Context: an optimization exercise on an open-source flow, tuned for small area. The choices shown serve that exercise and are no tape-out recipe. Only simulation tests tie the RTL to the original design; equivalence was not proved. Power figures rest on the tool's default switching activity, not on a simulated workload.

**flow/design.v**
```verilog
`timescale 1ns / 1ps
module debounce_one_shot(
    input CLK,
    input EN,
    input RST,
    input BTN,
    output logic DB_BTN
    );
    logic       ph;
    logic [5:0] q;
    wire s25 = q[1] & q[3] & q[4];               
    wire s52 = q[1] & q[2] & q[3] & q[4];        
    wire s53 = q[2] & q[3] & q[4] & q[5];        
    wire last = ph ? s53 : s25;                  
    wire adv  = ph ? (s52 | s53 | ~BTN) : BTN;   
    wire step = adv & ~last;
    assign DB_BTN = ph & s52;
    wire load = EN | RST;                        
    wire move = EN & step & ~RST;                
    wire wrap = RST | (EN & ph & s53);           
    wire hold = ~load;
    wire fb   = ~(q[5] ^ q[0]);
    always_ff @(posedge CLK) begin
        ph   <= (load & ~RST & (ph ? ~s53 : (BTN & s25))) | (hold & ph);
        q[0] <= (move & fb)   | (hold & q[0]);
        q[1] <= (move & q[0]) | (hold & q[1]);
        q[2] <= (move & q[1]) | (hold & q[2]);
        q[3] <= (move & q[2]) | (hold & q[3]);
        q[4] <= (move & q[3]) | (hold & q[4]);
        q[5] <= (move & q[4]) | wrap | (hold & q[5]);
    end
endmodule
`timescale 1ns / 1ps
module position_mover(
    input RBTN,
    input LBTN,
    input clock,
    input en,
    input reset,
    input rst,
    output [2:0] columnPosition
    );
    logic [2:0] position;
    always_ff @(posedge clock) begin
        if (reset)
            position <= 3'b011;
        else if (en) begin
            if (rst)
                position <= 3'b011;
            else if (RBTN && !LBTN && !(position[2] && position[1]))
                position <= position + 3'd1;
            else if (LBTN && !RBTN && position != 3'd0)
                position <= position - 3'd1;
        end
    end
    assign columnPosition = position;
endmodule
`timescale 1ns / 1ps
module game_state(
    input clock,
    input en,
    input reset,
    input rst,
    input select,
    input [2:0] columnPosition,
    output logic [7:0] green_driver,
    output logic [7:0] blue_driver,
    output logic [7:0] row_driver
    );
    logic       turn;
    logic [2:0] topPos;
    logic       topTurn;
    logic [2:0] scan;
    wire clr = reset | (en & rst);
    always_ff @(posedge clock) begin
        if (clr)
            turn <= 1'b0;
        else if (en & select)
            turn <= ~turn;
    end
    always_ff @(posedge clock) begin
        if (reset) begin
            topPos  <= 3'd7;
            topTurn <= 1'b0;
            scan    <= 3'd0;
        end else if (en) begin
            topPos  <= columnPosition;
            topTurn <= turn;
            scan    <= scan + 3'd1;
        end
    end
    wire       s0 = (scan == 3'd0);
    wire       s2 = (scan == 3'd2);
    wire [4:0] lvl;                      
    wire [5:1] above;                    
    assign lvl[0] = (scan == 3'd7);
    assign lvl[1] = (scan == 3'd6);
    assign lvl[2] = (scan == 3'd5);
    assign lvl[3] = (scan == 3'd4);
    assign lvl[4] = (scan == 3'd3);
    assign above[1] = lvl[0];
    assign above[2] = scan[2] & scan[1];
    assign above[3] = scan[2] & (scan[1] | scan[0]);
    assign above[4] = scan[2];
    assign above[5] = scan[2] | (scan[1] & scan[0]);
    wire topTurnRow = s0 & topTurn;
    logic [5:0] w   [0:6];
    logic [6:0] sel;                     
    logic [5:0] cw;                      
    always_comb begin
        cw = 6'd0;
        for (int i = 0; i < 7; i++) begin
            sel[i] = (columnPosition == i);
            cw = cw | ({6{sel[i]}} & w[i]);
        end
    end
    wire [5:0] cp = {1'b0, cw[5], cw[5] | cw[4], cw[5] | cw[4] | cw[3],
                     cw[5] | cw[4] | cw[3] | cw[2], cw[5] | cw[4] | cw[3] | cw[2] | cw[1]};
    wire [5:0] ct = cw & ~cp;            
    wire [5:0] nw = {cw[5] | ct[4], (cw[4:0] & ~(ct[4:0] & {5{~turn}})) | {ct[3:0], 1'b0}};
    wire drop = en & select & ~rst & ~reset;
    genvar gc;
    generate
        for (gc = 0; gc < 7; gc++) begin : col
            logic og, ob;
            wire [5:0] cwc = w[gc];
            wire d    = drop & sel[gc];
            wire hold = ~(d | clr);
            always_ff @(posedge clock) begin
                w[gc] <= ({6{d}} & nw) | ({6{hold}} & cwc) | {5'b0, clr};
                og    <= ~clr & (og | (d & ~turn & cwc[5]));
                ob    <= ~clr & (ob | (d & turn & cwc[5]));
            end
            wire lit = (cwc[1] & above[1]) | (cwc[2] & above[2]) | (cwc[3] & above[3]) |
                       (cwc[4] & above[4]) | (cwc[5] & above[5]) |
                       (s0 & (topPos == gc));
            wire blu = (cwc[0] & lvl[0]) | (cwc[1] & lvl[1]) | (cwc[2] & lvl[2]) |
                       (cwc[3] & lvl[3]) | (cwc[4] & lvl[4]) | topTurnRow;
            assign green_driver[7 - gc] = ~((lit & ~blu) | (s2 & og));
            assign blue_driver[7 - gc]  = ~((lit & blu) | (s2 & ob));
        end
    endgenerate
    assign green_driver[0] = 1'b1;
    assign blue_driver[0]  = 1'b1;
    assign row_driver = 8'd1 << scan;
endmodule
`timescale 1ns / 1ps
`timescale 1ns / 1ps
module connect_four(
    input clock,
    input reset,                        
    input rbtn, lbtn, mbtn, bbtn,
    output logic [7:0] row, greenColumn, blueColumn
    );
    logic tick, db_mbtn, db_bbtn, db_lbtn, db_rbtn;
    logic [2:0] position;
    clk_div MYCLOCK (.clk(clock), .reset(reset), .sclk(tick));
    debounce_one_shot debouncer1 (.CLK(clock), .EN(tick), .RST(reset), .BTN(mbtn), .DB_BTN(db_mbtn));
    debounce_one_shot debouncer2 (.CLK(clock), .EN(tick), .RST(reset), .BTN(bbtn), .DB_BTN(db_bbtn));
    debounce_one_shot debouncer3 (.CLK(clock), .EN(tick), .RST(reset), .BTN(rbtn), .DB_BTN(db_rbtn));
    debounce_one_shot debouncer4 (.CLK(clock), .EN(tick), .RST(reset), .BTN(lbtn), .DB_BTN(db_lbtn));
    position_mover mover (
        .RBTN(db_rbtn), .LBTN(db_lbtn), .rst(db_bbtn),
        .clock(clock), .en(tick), .reset(reset),
        .columnPosition(position)
    );
    game_state game (
        .clock(clock), .en(tick), .reset(reset),
        .rst(db_bbtn), .select(db_mbtn), .columnPosition(position),
        .green_driver(greenColumn), .blue_driver(blueColumn), .row_driver(row)
    );
endmodule
module clk_div (
    input clk,
    input reset,
    output sclk
    );
    logic [6:0] q;
    assign sclk = ~q[6] & ~q[5] & ~q[3] & q[2] & ~q[1] & ~q[0];
    always_ff @(posedge clk) begin
        if (reset)
            q <= 7'b1011110;
        else
            q <= {q[5], q[4] | sclk, q[3:0], ~(q[6] ^ q[0])};
    end
endmodule
```
**flow/run.sh**
```bash
#!/bin/bash
# synth_recipe.tcl (not shown) runs the flow's synth.tcl, then flattens the netlist and writes it again
# the make line also repeats each setting of config.mk as NAME=value (left out here)
make -C /OpenROAD-flow-scripts/flow DESIGN_CONFIG=/design/flow/config.mk WORK_HOME=/design/flow/orfs CLKGATE_MAP_FILE= SYNTH_SCRIPT=/design/flow/synth_recipe.tcl finish
```
**flow/config.mk**
```make
export PLATFORM = sky130hd
export DESIGN_NAME = connect_four
export DESIGN_NICKNAME = connect_four
export VERILOG_FILES = /design/flow/design.v
export SDC_FILE = /design/flow/constraint.sdc
export NUM_CORES = 4
export LEC_CHECK = 0
export CAP_MARGIN = 20
export CORE_MARGIN = 2
export CORE_UTILIZATION = 40
export CTS_BUF_LIST = sky130_fd_sc_hd__clkbuf_8
export PLACE_DENSITY = 0.6
export SLEW_MARGIN = 20
```
**flow/constraint.sdc**
```tcl
create_clock -name core_clock -period 10.0 [get_ports {clock}]
set_input_delay 2.0000 -clock core_clock [delete_from_list [all_inputs] [get_ports {clock}]]
set_output_delay 2.0000 -clock core_clock [all_outputs]
set_load 0.01 [all_outputs]
```
==> results of run 1 <==
[cells in the mapped netlist (all sizes together) (2+ instances only)]
cell type,n
and2,6
xor2,2
a22o,21
nor2b,14
inv,10
or3,3
a222oi,10
nand3,44
nand2b,4
and2b,2
buf,12
o21a,4
a221oi,10
nor2,31
a21o,6
a31oi,14
a21oi,25
o21ai,44
nor4,2
a21boi,2
dfxtp,102
ha,13
and3,13
o211ai,19
mux2i,2
a22oi,29
o221ai,4
or2,5
a211oi,3
and4,3
nor3,8
nor3b,4
clkbuf,24
nand4,3
xnor2,3
nand2,36
[cell type report]
class	count	area (um2)
Fill cell	1169	6530
Sequential cell	102	2040
Multi-Input combinational cell	403	2700
Clock buffer	11	151
Tap cell	147	184
Timing Repair Buffer	31	300
Clock inverter	5	63.8
Inverter	10	37.5
[stage by stage]
| stage | instances | area, um2 | worst slack [ns] | utilization, % | total power (uW) |
|---|---|---|---|---|---|
| 3_5_place_dp | 693 | 5260 | 5.49 | 43.8 | 437 |
| 5_1_grt | 709 | 5480 | 4.84 | 45.6 | 734 |
| 4_1_cts | 709 | 5470 | 5.01 | 45.6 | 716 |
| 6_report | 709 | 5480 | 5.03 | 45.6 | 708 |
| 3_3_place_gp | 693 | 5260 | 5.47 | 43.8 | 436 |
| 2_1_floorplan | 551 | 4940 | 5.95 | - | 431 |
[worst max-delay path: cells and delay by family (launching register included)]
family | cells | cell delay (ns)
DFF | 1 | 0.47
and+or+nand+nor | 1 | 0.17
adders and majority gates | 1 | 0.41
buffers and inverters | 2 | 0.85
AOI/OAI and AO/OA | 3 | 0.69
[flip-flops by register name, indices dropped and copies added (netlist names)]
name / cells
game.w: 42
MYCLOCK.q: 7
game.col.ob: 7
game.col.og: 7
debouncer1.q: 6
debouncer2.q: 6
debouncer3.q: 6
debouncer4.q: 6
game.scan: 3
game.topPos: 3
mover.position: 3
debouncer1.ph: 1
debouncer2.ph: 1
debouncer3.ph: 1
debouncer4.ph: 1
game.topTurn: 1
game.turn: 1
[layer usage]
layer | wire (um) | vias up | part of all wire [%]
met2 | 5960 | 173 | 44
met3 | 1020 | 20 | 7.5
met5 | 0 | - | 0
li1 | - | 2095 | -
met4 | 268 | 0 | 2.0
met1 | 6350 | 2082 | 47
[placed cells by master, fill, tap and decap left out, drive strengths merged, types with 10 or more instances in the layout]
cell and instances:
clkdlybuf4s50 27, nor2b 14, nor2 31, o21ai 44
clkbuf 11, o211ai 19, a22o 21, ha 13
a221oi 10, nand2 36, and3 13, a22oi 29
a31oi 14, dfxtp 102, inv 12, a21oi 25
nand3 44, a222oi 10
[power by group through the flow]
| stage | logic (uW) | clock network, uW | registers (uW) |
|---|---|---|---|
| global route | 19.6 | 305 | 410 |
| floorplan | 12.2 | 0 | 419 |
| detailed placement | 17.6 | 0 | 419 |
| finish | 17.7 | 281 | 409 |
| global placement | 17.3 | 0 | 419 |
| CTS | 17.7 | 288 | 409 |
[logic make-up after synthesis]
logic type	count (synthesis)	share of synthesized area [%]
other	1	0.0760
flip-flops	102	41.4
AND/OR/NAND/NOR	182	20.2
buffers and inverters	46	4.14
AO/OA/AOI/OAI	198	29.3
XOR/XNOR	5	0.888
multiplexers	3	0.634
adder cells (fa/ha/maj)	13	3.30
[final timing paths]
check,depth (start not counted),from,endpoint
max reg2reg,7,mover.position[2],game.w[1][0]
max,7,game.scan[2],blueColumn[4]
min reg2reg,1,MYCLOCK.q[1],MYCLOCK.q[2]
min,1,MYCLOCK.q[1],MYCLOCK.q[2]
==> flow_metrics.py, run 1 <==
metrics = {
    "outcome": {
        "status": "no timing/DRC/antenna violations",
    },
    "layout": {
        "antenna_cells": 0,
        "area_growth_pct": 11.1,
        "final_nets": 576,
        "drive_above_1_share_pct": 9.07,
    },
    "setup_path": {
        "crit_slowest_cell": "clkdlybuf4s50_1",
        "critPathCaptureType": "output port",
        "crit_path_cell_trace": "inv_1 -> ha_1 -> a222oi_1 -> o211ai_1 -> nor2b_1 -> a21oi_1 -> clkdlybuf4s50_1",
        "slowest_delay_ns": 0.56,
        "r2r_slack_ns": 6.59,
        "worstSetupPathType": "register to output port",
        "worst_setup_path_start_kind": "register",
        "crit_path_max_fanout": 17,
        "crit_arrival_ns": 2.97,
        "crit_required_ns": 8.00,
    },
    "power_and_ir_drop": {
        "power_switching_uw": 162,
        "switching_share_pct": 22.9,
        "p_clk_share_pct": 39.7,
        "p_int_uw": 546,
        "seqPwrFrac_pct": 57.8,
        "combinationalPowerShare_pct": 2.5,
        "max-vdd-ir-drop_mv": 0.0533,
        "powerDensity_nw_per_um2": 129,
        "p_leak_uw": 0.00203,
    },
    "synth": {
        "avgSynthCellArea_um2": 8.97,
        "synth_edf_count": 0,
        "synth.top_cell.area_share_pct": 41.4,
        "async_flop_share_pct": 0,
        "yosysSeqAreaShare_pct": 41.4,
        "synthesis.area_um2": 4930,
        "synthTopCellsByArea": "dfxtp_1 (41%), nand3_1 (4.5%), a22oi_1 (4.1%)",
        "synth_seq_cells": 102,
        "yosysUniqueCellTypes": 66,
        "yosysWarnings": 5,
        "ys.flop_type": "dfxtp_1",
        "syn-instance-count": 550,
        "yosysTopAreaCell": "dfxtp_1",
    },
    "clock_network": {
        "numCtsBuffers": 9,
        "clk_path_buf_depth": 2,
        "clk_pin_slew_ns": 0.10,
        "tritoncts": "built",
        "worstSkewPairLatency_ns": 0.39,
        "cts-hold-fix-buffers": 0,
        "clockRootBuffer": "clkbuf_8",
        "postCtsSetupBuffers": 0,
        "htreeDepth": 3,
        "clkSinkCount": 102,
        "cts-resized-gates": 0,
    },
    "detailed_routing": {
        "first_pass_iters": 6,
        "drtIter0Drc": 367,
        "routedWlPerCell_um": 19.2,
        "drc_errors": 0,
        "routed_wl_um": 13600,
        "ant_nets": 0,
        "route.vias.total": 4370,
        "vias_per_cell": 6.16,
    },
    "global_route": {
        "use_met1_pct": 31.0,
        "grtUsageMet3_pct": 4.38,
        "track_usage_pct": 21.5,
        "grt_pass1_wl_um": 22100,
        "antenna_found_initial": 0,
        "grt_overflow": 0,
        "grt_pass1_vias": 4030,
        "grt_max_degree": 42,
        "met2_usage_pct": 31.8,
        "grt_busiest_layer": "met2",
    },
    "hold_path": {
        "hold_class": "register to register",
    },
    "sta": {
        "rsz0062_at_grt": "false",
        "fin_setup_tns_ns": 0,
        "slew_headroom_pct": 39.5,
        "hold-worst-slack_ns": 0.452,
        "fin_crit_sh_pct": 49.7,
        "fin_crit_ns": 4.97,
        "clock_skew_ns": 0.0124,
        "drv_slew": 0,
        "hold_viol": 0,
        "tightestPinTransition_ns": 0.905,
        "setup_viol": 0,
        "fmax_mhz": 201,
    },
    "place": {
        "post-dp-hpwl_um": 9990,
        "place_congestion": 0.927,
        "io_buffers": 27,
    },
    "die": {
        "dieArea_um2": 13200,
        "start_util_pct": 41.1,
        "core-area_um2": 12000,
        "die_h_um": 115,
        "rows": 40,
        "die_w_um": 115,
        "ios": 30,
    },
    "job": {
        "drv_cap": 0,
    },
}
==> inputs of run 2 (changes only) <==
--- a/flow/design.v
+++ b/flow/design.v
@@ -105,15 +105,23 @@
     assign above[5] = scan[2] | (scan[1] & scan[0]);
     wire topTurnRow = s0 & topTurn;
     logic [5:0] w   [0:6];
+    logic [6:0] og, ob;
     logic [6:0] sel;                     
     logic [5:0] cw;                      
+    logic       cog, cob;                
     always_comb begin
         cw = 6'd0;
+        cog = 1'b0;
+        cob = 1'b0;
         for (int i = 0; i < 7; i++) begin
             sel[i] = (columnPosition == i);
             cw = cw | ({6{sel[i]}} & w[i]);
+            cog = cog | (sel[i] & og[i]);
+            cob = cob | (sel[i] & ob[i]);
         end
     end
+    wire nog = cog | (cw[5] & ~turn);
+    wire nob = cob | (cw[5] & turn);
     wire [5:0] cp = {1'b0, cw[5], cw[5] | cw[4], cw[5] | cw[4] | cw[3],
                      cw[5] | cw[4] | cw[3] | cw[2], cw[5] | cw[4] | cw[3] | cw[2] | cw[1]};
     wire [5:0] ct = cw & ~cp;            
@@ -122,22 +130,21 @@
     genvar gc;
     generate
         for (gc = 0; gc < 7; gc++) begin : col
-            logic og, ob;
             wire [5:0] cwc = w[gc];
             wire d    = drop & sel[gc];
             wire hold = ~(d | clr);
             always_ff @(posedge clock) begin
                 w[gc] <= ({6{d}} & nw) | ({6{hold}} & cwc) | {5'b0, clr};
-                og    <= ~clr & (og | (d & ~turn & cwc[5]));
-                ob    <= ~clr & (ob | (d & turn & cwc[5]));
+                og[gc] <= (d & nog) | (hold & og[gc]);
+                ob[gc] <= (d & nob) | (hold & ob[gc]);
             end
             wire lit = (cwc[1] & above[1]) | (cwc[2] & above[2]) | (cwc[3] & above[3]) |
                        (cwc[4] & above[4]) | (cwc[5] & above[5]) |
                        (s0 & (topPos == gc));
             wire blu = (cwc[0] & lvl[0]) | (cwc[1] & lvl[1]) | (cwc[2] & lvl[2]) |
                        (cwc[3] & lvl[3]) | (cwc[4] & lvl[4]) | topTurnRow;
-            assign green_driver[7 - gc] = ~((lit & ~blu) | (s2 & og));
-            assign blue_driver[7 - gc]  = ~((lit & blu) | (s2 & ob));
+            assign green_driver[7 - gc] = ~((lit & ~blu) | (s2 & og[gc]));
+            assign blue_driver[7 - gc]  = ~((lit & blu) | (s2 & ob[gc]));
         end
     endgenerate
     assign green_driver[0] = 1'b1;
==> flow/flow/run.sh (new file) <==
#!/bin/bash
# Layout flow: the standard ORFS flow, with the ports buffered by the
# smallest buffer and cells on paths with slack downsized after global
# routing. Each tool's full output goes to a log file in this folder.
set -euo pipefail
bash standard.sh \
  "BUFFER_PORTS_ARGS=-buffer_cell sky130_fd_sc_hd__buf_1" \
  RECOVER_POWER=100 \
  finish > standard_flow.log 2>&1
==> flow/standard.sh (new file) <==
#!/bin/bash
# synth_recipe.tcl (not shown) runs the flow's synth.tcl, then flattens the netlist and writes it again
# the make line also repeats each setting of config.mk as NAME=value (left out here)
make -C /OpenROAD-flow-scripts/flow DESIGN_CONFIG=/design/flow/config.mk WORK_HOME=/design/flow/orfs CLKGATE_MAP_FILE= SYNTH_SCRIPT=/design/flow/synth_recipe.tcl "${@:-finish}"
removed: flow/run.sh
==> run 2 against run 1 <==
Area after synthesis decreased by 0.68%. Worst setup slack got worse by 0.14 ns. Total power increased by 3.5%. Largest cell class unchanged. Design area decreased by 3.6%. Synthesized cell count up 3.3%. Worst hold slack is essentially flat. Clock power grew about 10%. Combinational power fell by 18%. Core utilization down 1.5 points. Sequential cell count unchanged. Cell count rose by 2.5%.
==> flow_metrics.py, run 2 <==
metrics = {
    "synth": {
        "synth.top_cell.area_share_pct": 41.7,
        "avgSynthCellArea_um2": 8.62,
        "yosysWarnings": 5,
        "yosys-top-cells-count": "dfxtp_1 (102), o21ai_0 (64), nand3_1 (58)",
        "yosysTopAreaCell": "dfxtp_1",
        "async_flop_share_pct": 0,
        "synth_edf_count": 0,
        "yosysSeqAreaShare_pct": 41.7,
        "synthesis.area_um2": 4900,
        "synth_most_common_cell": "dfxtp_1",
        "synth_seq_cells": 102,
        "synthTopCellsByArea": "dfxtp_1 (42%), o21ai_0 (6.5%), nand3_1 (5.9%)",
        "yosysUniqueCellTypes": 54,
        "syn-instance-count": 568,
        "ys.flop_type": "dfxtp_1",
    },
    "power_and_ir_drop": {
        "max-vdd-ir-drop_mv": 0.113,
        "p_leak_uw": 0.00183,
        "powerDensity_nw_per_um2": 139,
    },
    "setup_path": {
        "critPathCaptureType": "register",
        "r2r_slack_ns": 6.44,
        "r2r-start": "MYCLOCK.q[5]",
        "worstSetupPathType": "input port to register",
        "r2r-end": "game.w[0][4]",
        "worst_setup_path_start_kind": "input port",
        "crit_path_max_fanout": 27,
        "crit_arrival_ns": 5.37,
        "crit_required_ns": 10.25,
        "r2r_cells": 6,
    },
    "sta": {
        "hold_viol": 0,
        "slew_headroom_pct": 19.4,
        "hold-worst-slack_ns": 0.452,
        "rsz0062_at_grt": "false",
        "tightestPinTransition_ns": 1.20,
        "fin_crit_sh_pct": 51.1,
        "fin_crit_ns": 5.11,
        "clock_skew_ns": 0.00928,
        "fmax_mhz": 196,
        "drv_slew": 0,
        "setup_viol": 0,
        "fin_setup_tns_ns": 0,
    },
    "layout": {
        "final_nets": 594,
        "antenna_cells": 0,
        "final_core_util_pct": 44.2,
        "drive_above_1_share_pct": 5.52,
        "final_common_cell": "dfxtp_1",
        "register_area_um2": 2040,
        "multiInputGateArea_um2": 2640,
        "regMostFlops": "game.w",
        "layout_common_cells": "dfxtp_1 (102), o21ai_0 (64), nand3_1 (58)",
        "area_growth_pct": 7.87,
        "largest_reg_flops": 42,
        "nFillCells": 1215,
        "final_cells": 727,
    },
    "clock_network": {
        "cts-hold-fix-buffers": 0,
        "clkSinkCount": 102,
        "cts-resized-gates": 0,
        "clockRootBuffer": "clkbuf_8",
        "tritoncts": "built",
        "clk_path_buf_depth": 2,
        "clk_pin_slew_ns": 0.11,
        "numCtsBuffers": 9,
        "worstSkewPairLatency_ns": 0.39,
        "postCtsSetupBuffers": 0,
        "htreeDepth": 3,
    },
    "hold_path": {
        "hold_path_depth": 1,
        "min_from": "MYCLOCK.q[2]",
        "hold_class": "register to register",
        "hold_end": "MYCLOCK.q[3]",
    },
    "global_route": {
        "grt_pass1_wl_um": 22100,
        "grt_overflow": 0,
        "track_usage_pct": 21.4,
        "grt_pass1_vias": 4267,
        "grt_max_degree": 50,
        "antenna_found_initial": 0,
    },
    "die": {
        "die_h_um": 115,
        "dieArea_um2": 13100,
        "start_util_pct": 41.0,
        "ios": 30,
        "core-area_um2": 12000,
        "die_w_um": 115,
        "rows": 40,
    },
    "outcome": {
        "status": "no timing/DRC/antenna violations",
    },
    "detailed_routing": {
        "drc_errors": 0,
        "routedWlPerCell_um": 18.5,
        "routed_wl_um": 13400,
        "ant_nets": 0,
        "drtIter0Drc": 388,
        "first_pass_iters": 6,
        "route.vias.total": 4522,
        "vias_per_cell": 6.22,
    },
    "place": {
        "post-dp-hpwl_um": 9780,
        "place_congestion": 0.915,
        "placed_cells": 711,
        "io_buffers": 27,
    },
    "job": {
        "drv_cap": 0,
    },
}
-- run 2: cell count changes after synthesis, moves of 4 or more --
cell	change
o21ai_0	+41
o21ai_1	-19
nand3_1	+14
a21oi_1	+10
nor2_1	-9
o211ai_1	-9
a31oi_1	-7
and3_1	-6
nand2_1	+6
a221o_1	+5
inv_1	+4
nand3b_1	+4
-- run 2: logic make-up (layout without fill, tap and decap cells) --
logic type      count (synthesis)  after routing  share of synthesized area, %
compound gates                213            213                          29.6
xor+xnor                        5              5                         0.894
fa+ha+maj                      13             13                          3.32
buf+inv                        50             61                          4.60
flops                         102            102                          41.7
mux                             4              4                         0.868
other cells                     1              2                        0.0766
simple gates                  180            180                          19.0
-- run 2: how the worst max path moves through the flow --
stage                       startpoint        endpoint  slack, ns
final                            reset    game.w[0][4]       4.89
after global routing             reset    game.w[2][0]       4.46
after CTS                 game.scan[1]  greenColumn[7]       5.23
after detailed placement         reset    game.w[4][0]       5.15
after global placement           reset    game.w[4][0]       5.21
after floorplan           game.scan[1]  greenColumn[7]       5.95
-- run 2: metal layers --
layer,up-vias,track usage (%),wire (um)
met5,-,0,0
met4,0,9.59,413
met3,32,5.51,930
met2,182,35.1,6260
met1,2144,26.4,5820
li1,2164,-,-
-- run 2: final cells by class --
cell class	instances	area share, %
Clock inverter	7	2.15
Clock buffer	9	2.34
Multi-Input combinational cell	417	49.9
Sequential cell	102	38.6
Inverter	14	0.995
Timing Repair Buffer	31	2.49
Tap cell	147	3.48
-- run 2: critical path, cell delays in order --
cell and delay, ns:
clkbuf_1 0.41, or2_2 0.45, or3_1 0.46, nor4_1 1.04, nand2_1 0.64, nand3_1 0.24
o21ai_0 0.11
-- run 2: power by group --
group,internal [uW],switching [uW],total (uW)
clock,147,161,309
combinational,4.42,10.0,14.5
sequential,408,1.59,410
total,560,173,733
-- run 2: through the flow --
stage / setup WS [ns] / instance area, um2 / total power [uW]
2_1_floorplan: 5.95 / 4900 / 429
3_3_place_gp: 5.21 / 5060 / 433
3_5_place_dp: 5.15 / 5060 / 434
4_1_cts: 5.23 / 5300 / 741
5_1_grt: 4.46 / 5280 / 758
6_report: 4.89 / 5280 / 733

==> what the ideal ports hide <==
The results above use ideal ports. As a check the final layouts listed here were re-extracted and re-timed, cells and wires unchanged. Step 1 sets driving cells, clkbuf_16 on the clock port and buf_2 on the other inputs (assumed; they add their load-dependent delay and slew). Step 2, shift: input delay + t, output delay - t, t = (earliest + latest rising clock arrival at the registers) / 2. This alone moves slack from input paths to output paths. Slacks: no drivers / after step 1 / after step 2; pairs: no drivers / after step 1.
run | t (ns) | slack for setup (ns) | hold WS [ns] | worst register clock-pin slew, ns | cell pins on the clock port's net
run 1 | 0.416 | 5.030 / 4.993 / 5.409 | 0.452 / 0.452 / 0.452 | 0.10 / 0.10 | 1
run 2 | 0.422 | 4.888 / 4.897 / 4.474 | 0.452 / 0.452 / 0.452 | 0.11 / 0.11 | 1
After both steps every run listed still meets setup and hold. The setup slack of run 2, which loses most, moves by +0.009 ns with the drivers and by -0.414 ns with both steps.
